From an optimization exercise on the open Yosys and OpenROAD flow, aimed at small area, a short achievable clock period and few clock cycles; shortcuts taken in it are not production practice. In this exercise RTL edits were held to simulation tests only and were not proved equivalent to the original. Power figures rest on the tool's default switching activity, not on a simulated workload.

## design/flow/constraint.sdc

```tcl
create_clock -name core_clock -period 14.0 [get_ports {clk}]
set_input_delay 2.8000 -clock core_clock [delete_from_list [all_inputs] [get_ports {clk}]]
set_output_delay 2.8000 -clock core_clock [all_outputs]
set_load 0.01 [all_outputs]
```

## design/flow/run.sh

```bash
#!/bin/bash
# synth_recipe.tcl (not shown) runs the flow's synth.tcl, then flattens the netlist and writes it again
# the make line also repeats each setting of config.mk as NAME=value (left out here)
make -C /OpenROAD-flow-scripts/flow DESIGN_CONFIG=/design/flow/config.mk WORK_HOME=/design/flow/orfs CLKGATE_MAP_FILE= SYNTH_SCRIPT=/design/flow/synth_recipe.tcl finish
```

## design/flow/config.mk

```make
export PLATFORM = sky130hd
export DESIGN_NAME = PUnC
export DESIGN_NICKNAME = PUnC
export VERILOG_FILES = /design/flow/design.v
export SDC_FILE = /design/flow/constraint.sdc
export NUM_CORES = 4
export LEC_CHECK = 0
export CAP_MARGIN = 10
export CORE_MARGIN = 2
export CORE_UTILIZATION = 60
export CTS_BUF_LIST = sky130_fd_sc_hd__clkbuf_8
export CTS_CLUSTER_SIZE = 20
export PLACE_DENSITY = 0.7
export SETUP_SLACK_MARGIN = 5
export SLEW_MARGIN = 10
```

## design/flow/design.v

```verilog
module RegisterFile(
	input             clk,
	input             rst,      
	input      [2:0]  r_addr_0,
	input      [2:0]  r_addr_1,
	input      [2:0]  w_addr,
	input      [15:0] w_data,
	input             w_en,
	output     [15:0] r_data_0,
	output     [15:0] r_data_1
);
	wire [15:0] rfile [0:7];
	assign r_data_0 = rfile[r_addr_0];
	assign r_data_1 = rfile[r_addr_1];
	genvar i;
	generate
		for (i = 0; i < 8; i = i + 1) begin : wport
			reg [15:0] word;
			assign rfile[i] = word;
			always @(posedge clk) begin
				if (rst)
					word <= 16'd0;
				else if (w_en && w_addr == i)
					word <= w_data;
			end
		end
	endgenerate
endmodule
module Memory(
	input             clk,
	input             w_en,     
	input      [6:0]  w_addr,
	input      [15:0] w_data,
	input      [15:0] r_addr,   
	output     [15:0] r_data,
	output     [15:0] word0     
);
	wire [15:0] mem [0:127];
	wire r_ok = (r_addr[15:7] == 9'd0);
	reg [15:0] rd;
	integer k;
	always @(*) begin
		rd = 16'd0;
		for (k = 0; k < 128; k = k + 1)
			rd = rd | ({16{r_ok && (r_addr[6:0] == k)}} & mem[k]);
	end
	assign r_data = rd;
	assign word0 = mem[0];
	genvar i;
	generate
		for (i = 0; i < 128; i = i + 1) begin : wport
			reg [15:0] word;
			assign mem[i] = word;
			always @(posedge clk) begin
				if (w_en && w_addr == i)
					word <= w_data;
			end
		end
	endgenerate
endmodule
module PUnC(
	input  wire        clk,             
	input  wire        rst,             
	input  wire        load_en,
	input  wire [6:0]  load_addr,
	input  wire [15:0] load_data,
	output wire        halted,
	input  wire [15:0] mem_debug_addr,
	input  wire [2:0]  rf_debug_addr,
	output wire [15:0] mem_debug_data,
	output wire [15:0] rf_debug_data,
	output wire [15:0] pc_debug_data
);
	reg         st_fetch;  
	reg         st_ind;    
	reg         st_sti;    
	reg         st_ldw;    
	reg         hlt;       
	reg  [15:0] pc;        
	reg  [15:0] ir;
	reg  [15:0] tgt;       
	reg  [15:0] tmp;       
	reg  [2:0]  dr;        
	reg         n, z, p;
	wire ex = ~(st_fetch | st_ind | st_sti | st_ldw);
	wire [3:0] op = ir[15:12];
	wire op_br  = (op == 4'b0000);
	wire op_add = (op == 4'b0001);
	wire op_ld  = (op == 4'b0010);
	wire op_st  = (op == 4'b0011);
	wire op_jsr = (op == 4'b0100);
	wire op_and = (op == 4'b0101);
	wire op_ldr = (op == 4'b0110);
	wire op_str = (op == 4'b0111);
	wire op_not = (op == 4'b1001);
	wire op_ldi = (op == 4'b1010);
	wire op_sti = (op == 4'b1011);
	wire op_jmp = (op == 4'b1100);
	wire op_lea = (op == 4'b1110);
	wire op_hlt = (op == 4'b1111);
	assign halted = hlt;
	assign pc_debug_data = pc;
	wire [15:0] ra, rb;
	wire        rf_we;
	wire [2:0]  rf_wa;
	wire [15:0] rf_wd;
	wire [2:0] rb_addr = halted ? rf_debug_addr : (ir[13] ? ir[11:9] : ir[2:0]);
	RegisterFile rfile(
		.clk      (clk),
		.rst      (rst),
		.r_addr_0 (ir[8:6]),
		.r_addr_1 (rb_addr),
		.w_addr   (rf_wa),
		.w_data   (rf_wd),
		.w_en     (rf_we),
		.r_data_0 (ra),
		.r_data_1 (rb)
	);
	assign rf_debug_data = rb;
	wire [15:0] sext5 = {{11{ir[4]}}, ir[4:0]};
	wire [15:0] sext6 = {{10{ir[5]}}, ir[5:0]};
	wire [15:0] bsrc = ir[5] ? sext5 : rb;
	wire [15:0] alu  = op_add ? (ra + bsrc) :
	                   op_and ? (ra & bsrc) :
	                   ~ra;
	wire [15:0] a_r = ra + sext6;    
	wire taken = (n & ir[11]) | (z & ir[10]) | (p & ir[9]);
	wire use_tgt = ex & (op_ld | op_ldi | op_sti | (op_br & taken) | (op_jsr & ir[11]));
	wire use_ra  = ex & (op_jmp | (op_jsr & ~ir[11]));
	wire use_tmp = st_ind | st_ldw;
	wire [15:0] r_proc = use_tmp ? tmp :
	                     use_tgt ? tgt :
	                     use_ra  ? ra :
	                     pc;
	wire [15:0] r_addr = halted ? mem_debug_addr : r_proc;
	wire [15:0] rd;
	wire [15:0] word0;
	wire        mw_req  = (ex & (op_st | op_str)) | st_sti;
	wire [15:0] mw_addr = st_sti ? tmp : op_str ? a_r : tgt;
	wire        mw_ok   = mw_req & (mw_addr[15:7] == 9'd0);
	wire        m_we = rst ? load_en : mw_ok;
	wire [6:0]  m_wa = rst ? load_addr : mw_addr[6:0];
	wire [15:0] m_wd = rst ? load_data : rb;
	Memory mem(
		.clk    (clk),
		.w_en   (m_we),
		.w_addr (m_wa),
		.w_data (m_wd),
		.r_addr (r_addr),
		.r_data (rd),
		.word0  (word0)
	);
	assign mem_debug_data = rd;
	wire fwd = mw_ok & (mw_addr == r_proc);
	wire fetch = (ex & ~(op_ld | op_ldi | op_sti | op_hlt)) | st_fetch | st_sti;
	wire [15:0] f_addr = rst ? 16'd0 : r_proc;
	wire [15:0] f_word = rst ? ((load_en && load_addr == 7'd0) ? load_data : word0) :
	                     fwd ? rb : rd;
	wire [15:0] f_off  = (f_word[15:12] == 4'b0100) ? {{5{f_word[10]}}, f_word[10:0]} :
	                                                  {{7{f_word[8]}}, f_word[8:0]};
	wire [16:0] f_tgt  = {f_addr, 1'b1} + {f_off, 1'b1};  
	assign rf_we = (ex & (op_add | op_and | op_not | op_ld | op_lea | op_jsr)) | st_ind | st_ldw;
	assign rf_wa = st_ldw ? dr : (ex & op_jsr) ? 3'd7 : ir[11:9];
	assign rf_wd = (op_ld | op_ldi | st_ldw) ? rd :
	               op_jsr ? pc :
	               op_lea ? tgt :
	               alu;
	wire cc_ld = rf_we & ~(ex & op_jsr);
	wire nx_fetch = ~rst & ((ex & op_ld) | st_ind);
	wire nx_ind   = ~rst & ex & op_ldi;
	wire nx_sti   = ~rst & ex & op_sti;
	wire nx_ldw   = ~rst & ex & op_ldr;
	wire [15:0] nx_ir = (rst | fetch) ? f_word : ir;
	wire nx_hlt   = ~rst & ~(nx_fetch | nx_ind | nx_sti | nx_ldw) & (nx_ir[15:12] == 4'b1111);
	always @(posedge clk) begin
		tmp <= (ex & op_ldr) ? a_r : rd;
		hlt <= nx_hlt;
		st_fetch <= nx_fetch;
		st_ind   <= nx_ind;
		st_sti   <= nx_sti;
		st_ldw   <= nx_ldw;
		dr  <= ir[11:9];
		if (rst | fetch) begin
			ir  <= f_word;
			pc  <= f_addr + 16'd1;
			tgt <= f_tgt[16:1];
		end
		if (rst) begin
			n        <= 1'b0;
			z        <= 1'b0;
			p        <= 1'b0;
		end
		else begin
			if (cc_ld) begin
				n <= rf_wd[15];
				z <= (rf_wd == 16'd0);
				p <= ~rf_wd[15] & (rf_wd != 16'd0);
			end
		end
	end
endmodule
```

==> results.py, run 1 <==
metrics = {
    "outcome": {
        "status": "did not finish",
        "lastStage": "global routing",
        "tool.error": "[ERROR GRT-0232] Routing congestion too high. Check the congestion heatmap in the GUI.",
    },
    "placement": {
        "dpl_cell_area_um2": 102000,
        "dpl.hpwl_um": 378000,
        "preCtsSetupSlack_ns": 2.13,
        "place_congestion": 1.29,
        "numPortBuffers": 93,
    },
    "floorplanning": {
        "fp.dieW_um": 402,
        "ios": 94,
        "rows": 145,
        "fp.dieH_um": 402,
        "start_util_pct": 60.6,
    },
    "grt": {
        "grt_max_degree": 129,
        "grt_util_all_layers_pct": 79.6,
        "grt_overflow": 3,
    },
    "synthesis": {
        "netlist_instances": 7063,
        "synth_cell_types": 112,
        "async_flop_share_pct": 0,
        "synth_edf_count": 2092,
        "yosysWarnings": 3,
        "synth_flop_cell": "edfxtp_1",
        "synth_top_area_share_pct": 66.2,
        "synth-seq-cells": 2251,
        "synthesis.nets": 7158,
        "syn_avg_cell_area_um2": 13.4,
        "synthTopCellsByCount": "edfxtp_1 (2,092), nor2_1 (546), nand2_1 (529), nand3_1 (527), a22oi_1 (404)",
        "synth_top_area_cell": "edfxtp_1",
        "syn-cell-area_um2": 94900,
        "synth_area_leaders": "edfxtp_1 (66%), dfxtp_1 (3.4%), a22oi_1 (3.2%)",
        "seq_area_frac_synth_pct": 69.5,
        "synth.most_common_cell": "edfxtp_1",
    },
    "clocking": {
        "clk_path_buf_depth": 4,
        "hold_buffers": 0,
        "ctsHtreeMaxLevel": 5,
        "cts_buffers": 368,
        "clock_sinks": 2251,
        "cts-root-buf": "clkbuf_8",
    },
}
## cell families after synthesis
family,share of synthesized area (%)
AND/OR/NAND/NOR,11.9
flip-flops,69.5
AO/OA/AOI/OAI,13.9
buffers and inverters,2.30
multiplexers,1.14
XOR/XNOR,0.508
adder cells (fa/ha/maj),0.683
## worst min path at each step
stage,start,to
floorplan,ir[11],dr[2]
global placement,ir[10],dr[1]
detailed placement,ir[10],dr[1]
CTS,ir[10],dr[1]
## stage by stage
stage / hold WS [ns] / setup TNS [ns] / util (%) / std cells
floorplan: 0.346 / 0 / - / 7063
detailed placement: 0.444 / 0 / 64.9 / 9243
global placement: 0.440 / -0.486 / 64.8 / 9236
CTS: 0.458 / 0 / 73.2 / 10200
## power groups by stage
| stage | sequential [mW] | combinational, mW | clock (mW) |
|---|---|---|---|
| CTS | 8.35 | 9.84 | 5.40 |
| detailed placement | 8.49 | 7.98 | 0 |
| global placement | 8.49 | 7.83 | 0 |
| floorplan | 8.49 | 3.78 | 0 |
## per-layer routing
layer / global-route usage (%) / overflow
met5: 50.1 / 0
met4: 77.5 / 1
met3: 70.5 / 0
met2: 89.2 / 2
met1: 80.9 / 0
## what timing repair did
| action | 4_1_cts |
|---|---|
| setup endpoints to repair | 79 |
| cloned | 24 |
| buffers inserted | 319 |
| pin swaps | 185 |
| resized for setup | 796 |
| endpoints found under the hold margin | 0 |
Testbench counts, summed over its fixed seeds: cycles 16,257.
==> inputs of run 2 (changes only) <==
--- a/design/flow/design.v
+++ b/design/flow/design.v
@@ -100,20 +100,22 @@
 	wire op_hlt = (op == 4'b1111);
 	assign halted = hlt;
 	assign pc_debug_data = pc;
-	wire [15:0] ra, rb;
+	reg  [15:0] ra;        
+	wire [15:0] ra_nx, rb;
 	wire        rf_we;
 	wire [2:0]  rf_wa;
 	wire [15:0] rf_wd;
+	wire [15:0] nx_ir;
 	wire [2:0] rb_addr = halted ? rf_debug_addr : (ir[13] ? ir[11:9] : ir[2:0]);
 	RegisterFile rfile(
 		.clk      (clk),
 		.rst      (rst),
-		.r_addr_0 (ir[8:6]),
+		.r_addr_0 (nx_ir[8:6]),
 		.r_addr_1 (rb_addr),
 		.w_addr   (rf_wa),
 		.w_data   (rf_wd),
 		.w_en     (rf_we),
-		.r_data_0 (ra),
+		.r_data_0 (ra_nx),
 		.r_data_1 (rb)
 	);
 	assign rf_debug_data = rb;
@@ -124,15 +126,10 @@
 	                   op_and ? (ra & bsrc) :
 	                   ~ra;
 	wire [15:0] a_r = ra + sext6;    
-	wire taken = (n & ir[11]) | (z & ir[10]) | (p & ir[9]);
-	wire use_tgt = ex & (op_ld | op_ldi | op_sti | (op_br & taken) | (op_jsr & ir[11]));
-	wire use_ra  = ex & (op_jmp | (op_jsr & ~ir[11]));
-	wire use_tmp = st_ind | st_ldw;
-	wire [15:0] r_proc = use_tmp ? tmp :
-	                     use_tgt ? tgt :
-	                     use_ra  ? ra :
-	                     pc;
-	wire [15:0] r_addr = halted ? mem_debug_addr : r_proc;
+	reg s_tmp, s_tgt, s_ra, s_pc;
+	wire [15:0] r_proc = ({16{s_tmp}} & tmp) | ({16{s_tgt}} & tgt) |
+	                     ({16{s_ra}} & ra) | ({16{s_pc}} & pc);
+	wire [15:0] r_addr = r_proc | ({16{hlt}} & mem_debug_addr);
 	wire [15:0] rd;
 	wire [15:0] word0;
 	wire        mw_req  = (ex & (op_st | op_str)) | st_sti;
@@ -170,11 +167,32 @@
 	wire nx_ind   = ~rst & ex & op_ldi;
 	wire nx_sti   = ~rst & ex & op_sti;
 	wire nx_ldw   = ~rst & ex & op_ldr;
-	wire [15:0] nx_ir = (rst | fetch) ? f_word : ir;
-	wire nx_hlt   = ~rst & ~(nx_fetch | nx_ind | nx_sti | nx_ldw) & (nx_ir[15:12] == 4'b1111);
+	assign nx_ir = (rst | fetch) ? f_word : ir;
+	wire nx_ex    = ~(nx_fetch | nx_ind | nx_sti | nx_ldw);
+	wire [3:0] nx_op = nx_ir[15:12];
+	wire nx_hlt   = ~rst & nx_ex & (nx_op == 4'b1111);
+	wire nx_n = rst ? 1'b0 : cc_ld ? rf_wd[15] : n;
+	wire nx_z = rst ? 1'b0 : cc_ld ? (rf_wd == 16'd0) : z;
+	wire nx_p = rst ? 1'b0 : cc_ld ? (~rf_wd[15] & (rf_wd != 16'd0)) : p;
+	wire nx_taken = (nx_n & nx_ir[11]) | (nx_z & nx_ir[10]) | (nx_p & nx_ir[9]);
+	wire nx_s_tmp = nx_ind | nx_ldw;
+	wire nx_s_tgt = nx_ex & ((nx_op == 4'b0010) | (nx_op == 4'b1010) | (nx_op == 4'b1011) |
+	                         ((nx_op == 4'b0000) & nx_taken) | ((nx_op == 4'b0100) & nx_ir[11]));
+	wire nx_s_ra  = nx_ex & ((nx_op == 4'b1100) | ((nx_op == 4'b0100) & ~nx_ir[11]));
+	wire nx_s_pc  = ~(nx_s_tmp | nx_s_tgt | nx_s_ra | nx_hlt);
 	always @(posedge clk) begin
 		tmp <= (ex & op_ldr) ? a_r : rd;
 		hlt <= nx_hlt;
+		s_tmp <= nx_s_tmp;
+		s_tgt <= nx_s_tgt;
+		s_ra  <= nx_s_ra;
+		s_pc  <= nx_s_pc;
+		if (rst)
+			ra <= 16'd0;
+		else if (rf_we && rf_wa == nx_ir[8:6])
+			ra <= rf_wd;
+		else
+			ra <= ra_nx;
 		st_fetch <= nx_fetch;
 		st_ind   <= nx_ind;
 		st_sti   <= nx_sti;
@@ -185,17 +203,8 @@
 			pc  <= f_addr + 16'd1;
 			tgt <= f_tgt[16:1];
 		end
-		if (rst) begin
-			n        <= 1'b0;
-			z        <= 1'b0;
-			p        <= 1'b0;
-		end
-		else begin
-			if (cc_ld) begin
-				n <= rf_wd[15];
-				z <= (rf_wd == 16'd0);
-				p <= ~rf_wd[15] & (rf_wd != 16'd0);
-			end
-		end
+		n <= nx_n;
+		z <= nx_z;
+		p <= nx_p;
 	end
 endmodule
==> design/flow/config.mk (replaced) <==
export PLATFORM = sky130hd
export DESIGN_NAME = PUnC
export DESIGN_NICKNAME = PUnC
export VERILOG_FILES = /design/flow/design.v
export SDC_FILE = /design/flow/constraint.sdc
export NUM_CORES = 4
export LEC_CHECK = 0
export CAP_MARGIN = 30
export CORE_MARGIN = 2
export CORE_UTILIZATION = 52
export CTS_BUF_LIST = sky130_fd_sc_hd__clkbuf_16
export CTS_CLUSTER_DIAMETER = 60
export CTS_CLUSTER_SIZE = 30
export PLACE_DENSITY = 0.62
export SETUP_SLACK_MARGIN = 5
export SLEW_MARGIN = 30
export SYNTH_HIERARCHICAL = 1
==> run 2 against run 1 <==
  * Area after synthesis shrank 2.0%
  * Now clean on timing, DRC and antenna
  * Synthesized cell count shrank 13%
==> results.py, run 2 <==
metrics = {
    "outcome": {
        "status": "finished clean",
    },
    "final_layout": {
        "final_cell_mix": "edfxtp_1 (2,086), buf_4 (777), nand2_1 (412)",
        "final_cells": 9772,
        "register_area_um2": 66300,
        "drive_above_1_share_pct": 30.9,
        "fin_nets": 7309,
        "mostFrequentLayoutCell": "edfxtp_1",
        "nFillCells": 12500,
        "reg_top3": "mem.wport.word: 2048 flops, rfile.wport.word: 128 flops",
        "regMostFlops": "mem.wport.word",
        "multiInputGateArea_um2": 29100,
        "largest_reg_flops": 2048,
        "area_delta_synth_final_pct": 26.9,
    },
    "timing": {
        "rsz0062_at_grt": "yes",
        "fin_crit_sh_pct": 69.8,
        "hold_viol": 0,
        "finalSetupViolCount": 0,
        "fmax_ghz": 0.102,
        "finClkSkew_ns": 0.0693,
        "period_needed_ns": 9.77,
        "fin_ws_ns": 4.23,
        "maxSlewViolCount": 0,
        "slew-limit-headroom_pct": 18.2,
        "tns_ns": 0,
        "worstMarginPinSlew_ns": 1.22,
    },
    "detailed_routing": {
        "drt_wl_total_um": 516000,
        "route.antenna.remaining_nets": 0,
        "drc": 0,
        "vias": 77400,
        "viasPerCell": 7.92,
        "drt_iter0_drc": 17600,
        "dr.pass1.iters": 10,
        "wl_per_cell_um": 52.8,
    },
    "clocking": {
        "ctsHtreeMaxLevel": 4,
        "cts-root-buf": "clkbuf_16",
        "clock_sinks": 2271,
        "cts_tree": "yes",
        "clk_path_buf_depth": 3,
        "cts_buffers": 154,
        "cts.clk_slew.worst_paths_ns": 0.08,
        "insertion_delay_ns": 0.89,
    },
    "job": {
        "cap_viol_max_count": 0,
    },
    "synthesis": {
        "synth.most_common_cell": "edfxtp_1",
        "synthesis.nets": 6252,
        "synth_edf_count": 2086,
        "synth-seq-cells": 2271,
        "async_flop_share_pct": 0,
        "yosysWarnings": 9,
        "synth_top_area_share_pct": 67.3,
        "netlist_instances": 6157,
        "syn_avg_cell_area_um2": 15.1,
        "synth_area_leaders": "edfxtp_1 (67%), dfxtp_1 (4.0%), a221oi_1 (3.3%)",
        "synth_flop_cell": "edfxtp_1",
        "synth_cell_types": 108,
        "syn-cell-area_um2": 93000,
        "synthTopCellsByCount": "edfxtp_1 (2,086), nand2_1 (441), a221oi_1 (351), a22o_1 (351), nor2_1 (337)",
        "synth_top_area_cell": "edfxtp_1",
        "seq_area_frac_synth_pct": 71.3,
    },
    "power": {
        "p_int_mw": 15.1,
        "leakage_nw": 40.4,
        "pwr-share-comb_pct": 45.0,
        "p_clk_share_pct": 20.1,
        "swShare_pct": 41.1,
        "power.switching_mw": 10.5,
        "powerDensity_nw_per_um2": 217,
        "vdd_drop_max_v": 0.000160,
        "seqPwrFrac_pct": 34.9,
    },
    "placement": {
        "place_congestion": 1.10,
        "numPlacedInstances": 8676,
        "numPortBuffers": 93,
        "dpl.hpwl_um": 323000,
        "preCtsSetupSlack_ns": 1.06,
    },
    "worst_hold_path": {
        "hp-class": "reg -> reg",
    },
    "worst_setup_path": {
        "slowest_delay_ns": 1.03,
        "cp_max_fo": 6,
        "cp.required_ns": 11.20,
        "cp.buffers_inverters": 8,
        "path_delay_family": "simple AND/OR/NAND/NOR gates",
        "worst_path_max_delay_cell": "nand4_1",
        "cp.arrival_ns": 6.97,
        "path_class": "in -> out",
        "end_kind": "output pin",
        "start_kind": "primary input",
        "crit_top_cell": "buf_12",
        "path_cells": "buf_12 > a21o_4 > buf_12 > buf_16 > nand4b_1 > buf_4 > buf_12 > nor4_4 > clkbuf_16 > a22o_4 > a221oi_4 > nand4_1 > nor4b_4 > nand4_1 > buf_6 > buf_6",
    },
    "floorplanning": {
        "die_area_um2": 182000,
        "fp.dieH_um": 427,
        "start_util_pct": 52.3,
        "rows": 155,
        "fp.dieW_um": 427,
        "core_um2": 178000,
        "ios": 94,
    },
    "grt": {
        "grt_max_degree": 171,
        "grt_overflow": 0,
        "grt_util_all_layers_pct": 55.8,
        "grt_pass1_vias": 66100,
        "grt_first_pass_wirelength_um": 655000,
        "antenna_found_initial": 61,
    },
}
run 2: changes by cell type after synthesis, sizes merged, moves of 91 or more:
| cell | delta |
|---|---|
| a221oi | +297 |
| a21oi | -129 |
| nand3 | -447 |
| a22o | +229 |
| and3 | -134 |
| clkbuf | -91 |
| nor4 | +136 |
| nor2 | -207 |
run 2: worst reg2reg max path, stage by stage, from the launching register on:
cell and delay [ns]:
dfxtp_1 0.61, a222oi_1 0.86, nand2_1 0.47, a21o_4 0.34
buf_12 0.15, buf_12 0.15, buf_6 0.13, or4bb_4 0.59
buf_4 0.23, nor4_4 0.33, buf_4 0.37, a221oi_4 0.17
nand4_1 0.85, nor4b_4 0.14, nand4_1 0.21, buf_6 0.17
buf_4 0.20, mux2i_1 0.14, mux2i_2 0.48, nand2_1 0.14
nand2_2 0.38, buf_4 0.40, mux2_2 0.39, a22o_1 0.19
a221oi_1 0.27, nor2_1 0.09, nor2b_1 0.14, mux2_2 0.31
run 2: path summary, 6_finish.rpt:
path                           from                 to  slack, ns  cells past startpoint
hold reg to reg               ir[9]              dr[0]       0.40                      0
setup reg to reg               s_ra             ra[15]       4.98                     27
hold / removal                ir[9]              dr[0]       0.40                      0
setup / recovery  mem_debug_addr[0]  mem_debug_data[6]       4.23                     16
run 2: cell families (layout without fill, tap and decap cells):
logic type	after synthesis	count (layout)	synth area share (%)
muxes	166	166	1.97
xor gates and xnor gates	55	55	0.532
buffers and inverters	473	1645	2.53
adders and majority gates	50	50	0.697
and+or+nand+nor	1499	1513	9.38
DFF	2271	2271	71.3
other	0	72	0
AOI/OAI and AO/OA	1643	1645	13.6
run 2: area by class of cell:
cell class	count	share of cell area [%]
Multi-Input combinational cell	3429	24.6
Antenna cell	72	0.153
Clock buffer	159	3.37
Clock inverter	128	1.35
Inverter	80	0.254
Tap cell	2355	2.50
Sequential cell	2271	56.2
Timing Repair Buffer	1278	11.6
run 2: layer usage:
metal	global-route usage [%]	share of wire, %
met3	31.4	18
met2	72.3	38
met5	6.85	0.39
met4	45.2	11
met1	66.5	32
run 2: per-stage QoR:
step | instance area (µm²) | hold slack (ns) | util, % | power, mW
after CTS | 115000 | 0.394 | 64.5 | 24.2
after global placement | 99600 | 0.384 | 55.9 | 16.8
after detailed placement | 100000 | 0.387 | 56.4 | 16.9
final | 118000 | 0.397 | 66.3 | 25.6
after global routing | 118000 | 0.415 | 66.2 | 25.8
after floorplan | 93000 | 0.361 | - | 13.4
run 2: power groups by stage:
stage                     sequential, mW  combinational [mW]  clock (mW)
final                               8.95                11.5        5.15
after global routing                8.94                11.5        5.31
after CTS                           8.90                10.2        5.08
after detailed placement            9.05                7.87           0
after global placement              9.05                7.72           0
after floorplan                     9.03                4.34           0
run 2: what timing repair did:
action,in CTS,in global routing
setup endpoints to repair,76,39
gates resized for setup,858,267
gates cloned,36,1
pin swaps,208,141
buffers inserted,470,207
hold buffers,0,0
run 2: per-module statistics from Yosys, one instance, submodules excluded:
| module | cells | flip-flops and latches |
|---|---|---|
| Memory | 4022 | 2048 |
| PUnC | 1206 | 95 |
| RegisterFile | 929 | 128 |
Testbench counts of run 2, summed over its fixed seeds: cycles 16,257.
==> inputs of run 3 (changes only) <==
--- a/design/flow/config.mk
+++ b/design/flow/config.mk
@@ -5,7 +5,7 @@
 export SDC_FILE = /design/flow/constraint.sdc
 export NUM_CORES = 4
 export LEC_CHECK = 0
-export CAP_MARGIN = 30
+export CAP_MARGIN = 70
 export CORE_MARGIN = 2
 export CORE_UTILIZATION = 52
 export CTS_BUF_LIST = sky130_fd_sc_hd__clkbuf_16
@@ -13,5 +13,5 @@
 export CTS_CLUSTER_SIZE = 30
 export PLACE_DENSITY = 0.62
 export SETUP_SLACK_MARGIN = 5
-export SLEW_MARGIN = 30
+export SLEW_MARGIN = 70
 export SYNTH_HIERARCHICAL = 1
==> run 3 against run 2 <==
  * Still clean
  * Non-clock buffer count up 362
  * Clock power is 2% lower
  * Power increased by 0.47%
  * First-iteration DRC count decreased by 1.8%
  * Sequential power barely moved
  * Critical endpoint is now mem_debug_data[9]
  * Largest cell class unchanged
  * Largest power group unchanged
==> results.py, run 3 <==
metrics = {
    "worst_setup_path": {
        "path_class": "in -> out",
        "endpoint": "mem_debug_data[9]",
        "timing.rr.end": "tgt[15]",
        "crit_start": "mem_debug_addr[13]",
        "worst_r2r_path_depth": 36,
        "ff2ff_setup_slack_ns": 5.50,
        "cp.arrival_ns": 6.53,
        "start_kind": "primary input",
        "cp.required_ns": 11.20,
        "cp_max_fo": 7,
        "reg2reg_from": "pc[1]",
        "end_kind": "output pin",
    },
    "final_layout": {
        "mostFrequentLayoutCell": "edfxtp_1",
        "register_area_um2": 66400,
        "largest_reg_flops": 2048,
        "drive_above_1_share_pct": 35.1,
        "area_delta_synth_final_pct": 32.1,
        "nFillCells": 12000,
        "final_cell_mix": "edfxtp_1 (2,086), buf_4 (747), nand2_1 (405)",
        "reg_top3": "mem.wport.word: 2048 flops, rfile.wport.word: 128 flops",
        "multiInputGateArea_um2": 30300,
        "regMostFlops": "mem.wport.word",
        "fin_nets": 7656,
    },
    "synthesis": {
        "synth-simple-area-share_pct": 9.38,
        "syn_avg_cell_area_um2": 15.1,
        "synth_mux_area_share_pct": 1.97,
        "synth_top_area_cell": "edfxtp_1",
        "synth_area_leaders": "edfxtp_1 (67%), dfxtp_1 (4.0%), a221oi_1 (3.3%)",
        "synth_top_area_share_pct": 67.3,
        "synth_xor_area_share_pct": 0.532,
        "synth_cell_types": 108,
        "synth_fa_ha_area_share_pct": 0.697,
        "synth_flop_cell": "edfxtp_1",
        "synth-compound-area-share_pct": 13.6,
        "synthesis.nets": 6252,
        "netlist_instances": 6157,
        "synth_top_family_by_area": "compound AO/OA/AOI/OAI gates",
        "synth-seq-cells": 2271,
        "synth_edf_count": 2086,
        "synthTopCellsByCount": "edfxtp_1 (2,086), nand2_1 (441), a221oi_1 (351), a22o_1 (351), nor2_1 (337)",
        "syn-cell-area_um2": 93000,
        "seq_area_frac_synth_pct": 71.3,
        "async_flop_share_pct": 0,
        "yosysWarnings": 9,
        "synth.most_common_cell": "edfxtp_1",
    },
    "clocking": {
        "cts_buffers": 154,
        "insertion_delay_ns": 0.91,
        "cts.clk_slew.worst_paths_ns": 0.06,
        "ctsHtreeMaxLevel": 4,
        "hold_buffers": 0,
        "cts_tree": "yes",
        "clock_sinks": 2271,
        "clk_path_buf_depth": 3,
        "cts-root-buf": "clkbuf_16",
    },
    "detailed_routing": {
        "drt_wl_total_um": 514000,
        "route.antenna.remaining_nets": 0,
        "drt_iter0_drc": 17200,
        "dr.pass1.iters": 10,
        "vias": 78400,
        "drc": 0,
        "wl_per_cell_um": 50.9,
        "viasPerCell": 7.77,
    },
    "timing": {
        "finClkSkew_ns": 0.0662,
        "hold_viol": 0,
        "finalSetupViolCount": 0,
        "maxSlewViolCount": 0,
        "worstMarginPinSlew_ns": 0.633,
        "rsz0062_at_grt": "yes",
        "fin_hold_ws_ns": 0.404,
        "tns_ns": 0,
        "fmax_ghz": 0.107,
        "slew-limit-headroom_pct": 57.7,
        "fin_crit_sh_pct": 66.7,
        "period_needed_ns": 9.33,
    },
    "floorplanning": {
        "rows": 155,
        "fp.dieW_um": 427,
        "fp.dieH_um": 427,
        "start_util_pct": 52.3,
        "core_um2": 178000,
        "ios": 94,
        "die_area_um2": 182000,
    },
    "grt": {
        "grt_max_degree": 93,
        "grt_util_all_layers_pct": 55.6,
        "grt_pass1_vias": 68400,
        "grt_overflow": 0,
        "antenna_found_initial": 48,
        "grt_first_pass_wirelength_um": 657000,
    },
    "job": {
        "cap_viol_max_count": 0,
    },
    "worst_hold_path": {
        "hp-class": "reg -> reg",
    },
    "outcome": {
        "status": "finished clean",
    },
    "power": {
        "vdd_drop_max_v": 0.000146,
        "powerDensity_nw_per_um2": 209,
        "leakage_nw": 42.5,
    },
    "placement": {
        "dpl.hpwl_um": 340000,
        "place_congestion": 1.10,
        "numPortBuffers": 93,
    },
}
==> run 3: cell counts after synthesis <==
No cell type changed its count.
==> run 3: per-module statistics from Yosys, one instance, submodules excluded <==
module        times used  cell area, µm²
Memory                 1           76600
RegisterFile           1            6890
PUnC                   1            9520
==> run 3: worst min path at each step <==
stage | startpoint | end | slack [ns] | cells after the start
2_1_floorplan | ir[11] | dr[2] | 0.36 | 0
3_3_place_gp | ir[11] | dr[2] | 0.38 | 0
3_5_place_dp | ir[11] | dr[2] | 0.39 | 0
4_1_cts | ir[11] | dr[2] | 0.40 | 0
5_1_grt | ir[11] | dr[2] | 0.42 | 0
6_report | ir[11] | dr[2] | 0.40 | 0
==> run 3: worst max-delay path, stage by stage <==
cell and delay [ns]:
buf_6 0.07, nand2_2 0.04, nand2_1 0.08, or4_4 0.23, buf_16 0.15, buf_16 0.13, buf_16 0.16, buf_16 0.16
buf_16 0.15, buf_4 0.13, nor4_4 0.04, clkbuf_16 0.18, buf_12 0.16, a221oi_1 0.35, buf_2 0.21, nand4_1 0.19
nor4_4 0.39, buf_4 0.21, nand3_4 0.36, buf_6 0.27
==> run 3: routing by layer <==
layer / track usage [%] / vias up / share of wire, %
met4: 45.4 / 41 / 11
met5: 4.74 / - / 0.30
li1: - / 28100 / -
met2: 72.8 / 9051 / 39
met3: 31.1 / 2595 / 19
met1: 65.9 / 38600 / 32
==> run 3: area by class of cell <==
type | count | share of cell area (%)
antenna | 58 | 0.118
tap | 2355 | 2.40
timing repair buffer | 1640 | 14.2
multi-input combinational | 3414 | 24.6
inverter | 80 | 0.251
clock buffer | 159 | 3.24
sequential | 2271 | 54.0
clock inverter | 124 | 1.14
==> run 3: where the power goes <==
part	internal, mW	total (mW)	switching [mW]	leakage [nW]
logic	4.33	11.8	7.46	19.3
registers	8.59	8.92	0.333	20.5
clock network	2.32	5.03	2.71	2.65
total	15.2	25.7	10.5	42.5
==> run 3: logic make-up (layout without fill, tap and decap cells) <==
family | after synthesis | after routing
xor+xnor | 55 | 55
buf+inv | 473 | 2003
other cells | 0 | 58
simple gates | 1499 | 1500
compound gates | 1643 | 1643
fa+ha+maj | 50 | 50
mux | 166 | 166
flops | 2271 | 2271
==> run 3: per-stage QoR <==
| step | setup slack (ns) | instances | util, % | power, mW | instance area, µm² |
|---|---|---|---|---|---|
| 2_1_floorplan | 5.58 | 6157 | - | 13.4 | 93000 |
| 3_3_place_gp | 0.743 | 8634 | 55.9 | 16.8 | 99600 |
| 3_5_place_dp | 2.98 | 9105 | 60.1 | 18.0 | 107000 |
| 4_1_cts | 4.92 | 9903 | 67.7 | 24.7 | 121000 |
| 5_1_grt | 4.77 | 10100 | 69.0 | 26.0 | 123000 |
| 6_report | 4.67 | 10100 | 69.1 | 25.7 | 123000 |
==> run 3: what timing repair did <==
action,in CTS,in global routing
buffers inserted,488,81
pin swaps,194,106
gates cloned,27,0
endpoints found under the setup margin,28,19
gates resized for setup,855,170
==> inputs of run 4 (changes only) <==
--- a/design/flow/config.mk
+++ b/design/flow/config.mk
@@ -15,3 +15,4 @@
 export SETUP_SLACK_MARGIN = 5
 export SLEW_MARGIN = 70
 export SYNTH_HIERARCHICAL = 1
+export TNS_END_PERCENT = 5
==> run 4 against run 3 <==
  * Global-route usage shrank 1.8 points
  * Sequential power is essentially flat
  * Core utilization shrank 2.9 points
  * Clock skew grew 0.022 ns
  * Hold slack gained 0.013 ns
  * Area after synthesis is the same
  * Clock-buffer cell count grew 2
  * Synthesized cell count is the same
  * Via count shrank 4.4%
  * Critical path depth shrank 3
  * Routed wire length shrank 3.8%
  * Still clean
  * Design area shrank 4.2%
==> results.py, run 4 <==
metrics = {
    "worst_hold_path": {
        "hp-class": "reg -> reg",
    },
    "grt": {
        "gr-usage-met2_pct": 75.4,
        "grt_overflow": 0,
        "grtUsageMet3_pct": 22.2,
        "grt_util_all_layers_pct": 53.8,
        "busiest_layer": "met2",
        "grt_pass1_vias": 67100,
        "grt_first_pass_wirelength_um": 638000,
        "grt.met1_usage_pct": 63.2,
        "antenna_found_initial": 46,
        "grt_max_degree": 71,
    },
    "outcome": {
        "status": "finished clean",
    },
    "power": {
        "powerDensity_nw_per_um2": 214,
        "vdd_drop_max_v": 0.000157,
        "leakage_nw": 40.1,
    },
    "worst_setup_path": {
        "path_class": "in -> out",
        "crit_top_cell": "buf_6",
        "cp.arrival_ns": 6.89,
        "cp.required_ns": 11.20,
        "end_kind": "output pin",
        "cp.buffers_inverters": 9,
        "slowest_delay_ns": 0.52,
        "cp_max_fo": 7,
        "worst_path_max_delay_cell": "a311o_2",
        "path_delay_family": "buffers and inverters",
        "path_cells": "dlygate4sd2_1 > a21o_1 > buf_4 > nand4bb_4 > buf_12 > buf_6 > nor4_4 > clkdlybuf4s18_2 > buf_6 > a222oi_1 > buf_2 > nand4_1 > a311o_2 > nor4_2 > nand4_1 > buf_6 > buf_6",
        "start_kind": "primary input",
    },
    "detailed_routing": {
        "route.antenna.remaining_nets": 0,
        "drt_wl_total_um": 494000,
        "viasPerCell": 7.68,
        "drt_iter0_drc": 15900,
        "vias": 75000,
        "drc": 0,
        "wl_per_cell_um": 50.6,
        "dr.pass1.iters": 9,
    },
    "clocking": {
        "cts_tree": "yes",
        "insertion_delay_ns": 0.93,
        "clk_path_buf_depth": 3,
        "cts_buffers": 159,
        "clock_sinks": 2271,
        "cts-root-buf": "clkbuf_16",
        "hold_buffers": 0,
        "cts.clk_slew.worst_paths_ns": 0.07,
        "ctsHtreeMaxLevel": 4,
    },
    "synthesis": {
        "synth_edf_count": 2086,
        "syn_avg_cell_area_um2": 15.1,
        "synth.most_common_cell": "edfxtp_1",
        "synth_top_area_cell": "edfxtp_1",
        "synth-seq-cells": 2271,
        "synth_flop_cell": "edfxtp_1",
        "synth_area_leaders": "edfxtp_1 (67%), dfxtp_1 (4.0%), a221oi_1 (3.3%)",
        "syn-cell-area_um2": 93000,
        "netlist_instances": 6157,
        "synth_top_area_share_pct": 67.3,
        "synthTopCellsByCount": "edfxtp_1 (2,086), nand2_1 (441), a221oi_1 (351), a22o_1 (351), nor2_1 (337)",
        "synthesis.nets": 6252,
        "synth_cell_types": 108,
        "seq_area_frac_synth_pct": 71.3,
        "async_flop_share_pct": 0,
        "yosysWarnings": 9,
    },
    "placement": {
        "dpl.hpwl_um": 340000,
        "place_congestion": 1.07,
        "dpl_cell_area_um2": 107000,
        "numPortBuffers": 93,
    },
    "final_layout": {
        "area_delta_synth_final_pct": 26.6,
        "fin_nets": 7330,
        "regMostFlops": "mem.wport.word",
        "mostFrequentLayoutCell": "edfxtp_1",
        "final_cell_mix": "edfxtp_1 (2,086), buf_4 (558), nand2_1 (400)",
        "largest_reg_flops": 2048,
        "drive_above_1_share_pct": 31.0,
        "reg_top3": "mem.wport.word: 2048 flops, rfile.wport.word: 128 flops",
        "finalInstanceArea_um2": 118000,
    },
    "timing": {
        "hold_viol": 0,
        "slew-limit-headroom_pct": 64.2,
        "finalSetupViolCount": 0,
        "rsz0062_at_grt": "yes",
        "worstMarginPinSlew_ns": 0.538,
        "maxSlewViolCount": 0,
        "fmax_ghz": 0.103,
        "period_needed_ns": 9.69,
        "finClkSkew_ns": 0.0879,
        "fin_crit_sh_pct": 69.2,
        "tns_ns": 0,
    },
    "floorplanning": {
        "core_um2": 178000,
        "fp.dieH_um": 427,
        "start_util_pct": 52.3,
        "fp.dieW_um": 427,
        "die_area_um2": 182000,
        "ios": 94,
        "rows": 155,
    },
    "job": {
        "cap_viol_max_count": 0,
    },
}
-- run 4: cell counts after synthesis --
Identical to the previous run, type by type.
-- run 4: power by group --
group	switching (mW)	leakage [nW]	total (mW)	internal [mW]
Clock	2.81	2.81	5.27	2.46
Sequential	0.319	20.5	8.90	8.59
Combinational	7.23	16.7	11.0	3.79
-- run 4: cell type report --
type | count | area [µm²]
Sequential cell | 2271 | 66400
Fill cell | 12500 | 60200
Multi-Input combinational cell | 3416 | 29200
Timing Repair Buffer | 1307 | 13000
Clock buffer | 161 | 4030
Tap cell | 2355 | 2950
Clock inverter | 137 | 1780
Inverter | 80 | 307
Antenna cell | 37 | 92.6
-- run 4: layer usage --
metal  up-vias  share of wire (%)
li1      27400                  -
met4        22                 12
met3      2265                 16
met1     37300                 31
met2      8078                 41
met5         -              0.036
-- run 4: timing repair --
item / in CTS / in global routing
hold endpoints to repair: 0 / 0
pin swaps: 96 / 11
gates cloned: 13 / 0
resized for setup: 415 / 29
setup endpoints to repair: 40 / 23
buffers inserted: 220 / 1
-- run 4: worst paths after layout --
path,slack (ns),endpoint,start,cells after the start
max,4.31,mem_debug_data[11],mem_debug_addr[10],17
min,0.42,dr[2],ir[11],0
max reg2reg,5.62,tgt[15],pc[1],35
min reg2reg,0.42,dr[2],ir[11],0
-- run 4: metrics by stage --
stage | hold WS [ns] | std cells | utilization (%) | setup WS (ns) | power (mW)
2_1_floorplan | 0.361 | 6157 | - | 3.66 | 13.5
3_3_place_gp | 0.381 | 8652 | 56.0 | -0.309 | 16.9
3_5_place_dp | 0.398 | 9139 | 60.3 | 2.81 | 18.3
4_1_cts | 0.407 | 9670 | 65.7 | 4.54 | 24.5
5_1_grt | 0.437 | 9727 | 66.1 | 4.38 | 25.5
6_report | 0.417 | 9764 | 66.2 | 4.31 | 25.2
-- run 4: kinds of logic after synthesis --
group           count (synthesis)  synth area share [%]
buf+inv                       473                  2.53
compound gates               1643                  13.6
mux                           166                  1.97
fa+ha+maj                      50                 0.697
flops                        2271                  71.3
simple gates                 1499                  9.38
xor+xnor                       55                 0.532
-- run 4: modules after synthesis (local to each module, per instance) --
module	copies in the design	cells inside	flip-flops and latches	area (µm²)
Memory	1	4022	2048	76600
PUnC	1	1206	95	9520
RegisterFile	1	929	128	6890
==> inputs of run 5 (changes only) <==
--- a/design/flow/config.mk
+++ b/design/flow/config.mk
@@ -5,7 +5,7 @@
 export SDC_FILE = /design/flow/constraint.sdc
 export NUM_CORES = 4
 export LEC_CHECK = 0
-export CAP_MARGIN = 70
+export CAP_MARGIN = 50
 export CORE_MARGIN = 2
 export CORE_UTILIZATION = 52
 export CTS_BUF_LIST = sky130_fd_sc_hd__clkbuf_16
@@ -13,6 +13,6 @@
 export CTS_CLUSTER_SIZE = 30
 export PLACE_DENSITY = 0.62
 export SETUP_SLACK_MARGIN = 5
-export SLEW_MARGIN = 70
+export SLEW_MARGIN = 50
 export SYNTH_HIERARCHICAL = 1
 export TNS_END_PERCENT = 5
==> run 5 against run 4 <==
  * First-iteration DRC count is 2.2% lower
  * Register-to-register slack worse by 0.28 ns
  * Final cell count is 2.3% lower
  * Sequential power hardly changed
  * Hold slack worse by 0.023 ns
  * Highest routed layer unchanged
==> results.py, run 5 <==
metrics = {
    "floorplanning": {
        "core_um2": 178000,
        "fp.dieH_um": 427,
        "rows": 155,
        "die_area_um2": 182000,
        "start_util_pct": 52.3,
        "fp.dieW_um": 427,
        "ios": 94,
    },
    "timing": {
        "finClkSkew_ns": 0.0729,
        "fmax_ghz": 0.107,
        "worstMarginPinSlew_ns": 0.856,
        "rsz0062_at_grt": "yes",
        "maxSlewViolCount": 0,
        "slew-limit-headroom_pct": 42.8,
        "fin_crit_sh_pct": 66.7,
        "period_needed_ns": 9.34,
        "fin_hold_ws_ns": 0.394,
        "hold_viol": 0,
        "finalSetupViolCount": 0,
    },
    "worst_hold_path": {
        "min_from": "ir[11]",
        "hp-class": "reg -> reg",
        "holdPathStages": 0,
    },
    "clocking": {
        "cts_buffers": 160,
        "cts-root-buf": "clkbuf_16",
        "ctsHtreeMaxLevel": 4,
        "cts_tree": "yes",
        "clk_path_buf_depth": 3,
        "cts.clk_slew.worst_paths_ns": 0.07,
        "clock_sinks": 2271,
        "insertion_delay_ns": 0.91,
    },
    "final_layout": {
        "drive_above_1_share_pct": 28.4,
        "fin_nets": 7109,
        "reg_top3": "mem.wport.word: 2048 flops, rfile.wport.word: 128 flops",
        "final_cell_mix": "edfxtp_1 (2,086), buf_4 (575), nand2_1 (412)",
        "largest_reg_flops": 2048,
        "regMostFlops": "mem.wport.word",
        "nFillCells": 12700,
        "final_util_pct": 64.9,
        "area_delta_synth_final_pct": 24.1,
        "mostFrequentLayoutCell": "edfxtp_1",
    },
    "synthesis": {
        "synthesis.nets": 6252,
        "seq_area_frac_synth_pct": 71.3,
        "synth_cell_types": 108,
        "synth-seq-cells": 2271,
        "synth.most_common_cell": "edfxtp_1",
        "syn-cell-area_um2": 93000,
        "synth_top_area_share_pct": 67.3,
        "synth_flop_cell": "edfxtp_1",
        "synth_edf_count": 2086,
        "netlist_instances": 6157,
        "async_flop_share_pct": 0,
        "syn_avg_cell_area_um2": 15.1,
        "synth_top_area_cell": "edfxtp_1",
        "yosysWarnings": 9,
        "synthTopCellsByCount": "edfxtp_1 (2,086), nand2_1 (441), a221oi_1 (351), a22o_1 (351), nor2_1 (337)",
        "synth_area_leaders": "edfxtp_1 (67%), dfxtp_1 (4.0%), a221oi_1 (3.3%)",
    },
    "detailed_routing": {
        "route.antenna.remaining_nets": 0,
        "dr.pass1.iters": 7,
        "viasPerCell": 7.79,
        "drt_iter0_drc": 15500,
        "drc": 0,
        "wl_per_cell_um": 52.5,
        "drt_wl_total_um": 501000,
        "vias": 74300,
    },
    "worst_setup_path": {
        "worst_path_max_delay_cell": "nand4_1",
        "cp.buffers_inverters": 5,
        "slowest_delay_ns": 0.70,
        "crit_start": "mem_debug_addr[0]",
        "worst_r2r_path_depth": 30,
        "end_kind": "output pin",
        "cp.required_ns": 11.20,
        "path_delay_family": "simple AND/OR/NAND/NOR gates",
        "reg2reg_from": "ra[1]",
        "path_depth": 13,
        "start_kind": "primary input",
        "path_class": "in -> out",
        "path_cells": "buf_2 > a21o_4 > buf_12 > and4b_1 > buf_12 > a22oi_2 > nand2_2 > a222oi_1 > nand4_1 > nor4_4 > nand4_1 > buf_6 > buf_4",
        "cp_max_fo": 8,
        "cp.arrival_ns": 6.54,
    },
    "outcome": {
        "status": "finished clean",
    },
    "grt": {
        "grt_pass1_vias": 66500,
        "grt_first_pass_wirelength_um": 642000,
        "grt_max_degree": 115,
        "grt_util_all_layers_pct": 54.3,
        "grt_overflow": 0,
        "antenna_found_initial": 39,
    },
    "placement": {
        "dpl.hpwl_um": 327000,
        "numPortBuffers": 93,
        "place_congestion": 1.07,
    },
    "power": {
        "vdd_drop_max_v": 0.000192,
        "leakage_nw": 39.1,
        "powerDensity_nw_per_um2": 216,
    },
    "job": {
        "cap_viol_max_count": 0,
    },
}
-- run 5: cell counts after synthesis --
Identical to the previous run, type by type.
-- run 5: cells by family (layout without fill, tap and decap cells) --
logic type      count (synthesis)  after routing  synth area share (%)
compound gates               1643           1647                  13.6
xor+xnor                       55             55                 0.532
fa+ha+maj                      50             50                 0.697
buf+inv                       473           1456                  2.53
flops                        2271           2271                  71.3
mux                           166            166                  1.97
other cells                     0             37                     0
simple gates                 1499           1505                  9.38
-- run 5: stage by stage --
step | total power [mW] | instances | setup WS, ns | setup TNS [ns] | cell area [µm²]
global route | 25.1 | 9506 | 4.82 | 0 | 115000
CTS | 24.1 | 9421 | 4.88 | 0 | 114000
finish | 24.9 | 9542 | 4.66 | 0 | 116000
global placement | 16.9 | 8652 | -0.309 | -0.309 | 99700
floorplan | 13.5 | 6157 | 3.66 | 0 | 93000
detailed placement | 17.3 | 8805 | 2.71 | 0 | 102000
-- run 5: modules after synthesis, one instance, submodules excluded --
module        flops+latches  times used  cells inside  area (µm²)
Memory                 2048           1          4022       76600
PUnC                     95           1          1206        9520
RegisterFile            128           1           929        6890
-- run 5: what timing repair did --
| action | in CTS | in global routing |
|---|---|---|
| setup endpoints to repair | 44 | 28 |
| pin swaps | 154 | 81 |
| hold endpoints to repair | 0 | 0 |
| buffers inserted | 291 | 55 |
| gates cloned | 27 | 5 |
| resized for setup | 586 | 146 |
| hold buffers | 0 | 0 |
-- run 5: report_power, final --
group	leakage [nW]	switching, mW	internal (mW)	total (mW)
sequential	20.5	0.313	8.60	8.92
clock	2.86	2.80	2.49	5.29
combinational	15.7	7.24	3.45	10.7
-- run 5: path summary, 6_finish.rpt --
path / end / slack, ns
max: mem_debug_data[1] / 4.66
min reg2reg: dr[2] / 0.39
max reg2reg: tgt[15] / 5.34
min: dr[2] / 0.39
-- run 5: area by class of cell --
cell class / instances / area [µm²] / area share [%]
diodes: 37 / 92.6 / 0.0802
clock buffers: 165 / 4130 / 3.57
clock inverters: 133 / 1730 / 1.50
inverters: 80 / 300 / 0.260
multi-input cells: 3423 / 28500 / 24.7
flip-flops and latches: 2271 / 66300 / 57.4
well taps: 2355 / 2950 / 2.55
repair buffers: 1078 / 11400 / 9.91
-- run 5: routing by layer --
layer / wire length, µm / GRT usage, % / part of all wire [%]
met3: 81000 / 24.6 / 16
met5: 801 / 2.78 / 0.16
met2: 203000 / 75.3 / 41
met4: 60300 / 50.1 / 12
met1: 155000 / 62.3 / 31

==> port drivers added, routing unchanged <==
Ports are ideal in the flow. The routed layouts listed here were re-timed in OpenROAD.
Step 1, drivers: a clkbuf_16 drives clk and a buf_2 each remaining input, both assumed.
Step 2 times the ports against the registers' clock, not the clock port: input delays grow and output delays shrink by t, the midpoint of the rising clock arrivals with the driver on.
Three values: ideal, step 1, step 2; two values: the first two.
| run | t (ns) | setup slack, ns | worst register clock-pin slew, ns |
|---|---|---|---|
| run 2 | 0.972 | 4.230 / 4.127 / 4.060 | 0.11 / 0.11 |
| run 3 | 0.981 | 4.666 / 4.629 / 4.003 | 0.11 / 0.11 |
| run 4 | 0.986 | 4.308 / 4.284 / 3.864 | 0.11 / 0.11 |
| run 5 | 0.980 | 4.656 / 4.621 / 3.980 | 0.11 / 0.11 |
After both steps setup and hold are still met in every run listed. For run 5, which loses most, drivers alone change the setup slack by -0.035 ns; drivers and shift together by -0.676 ns.
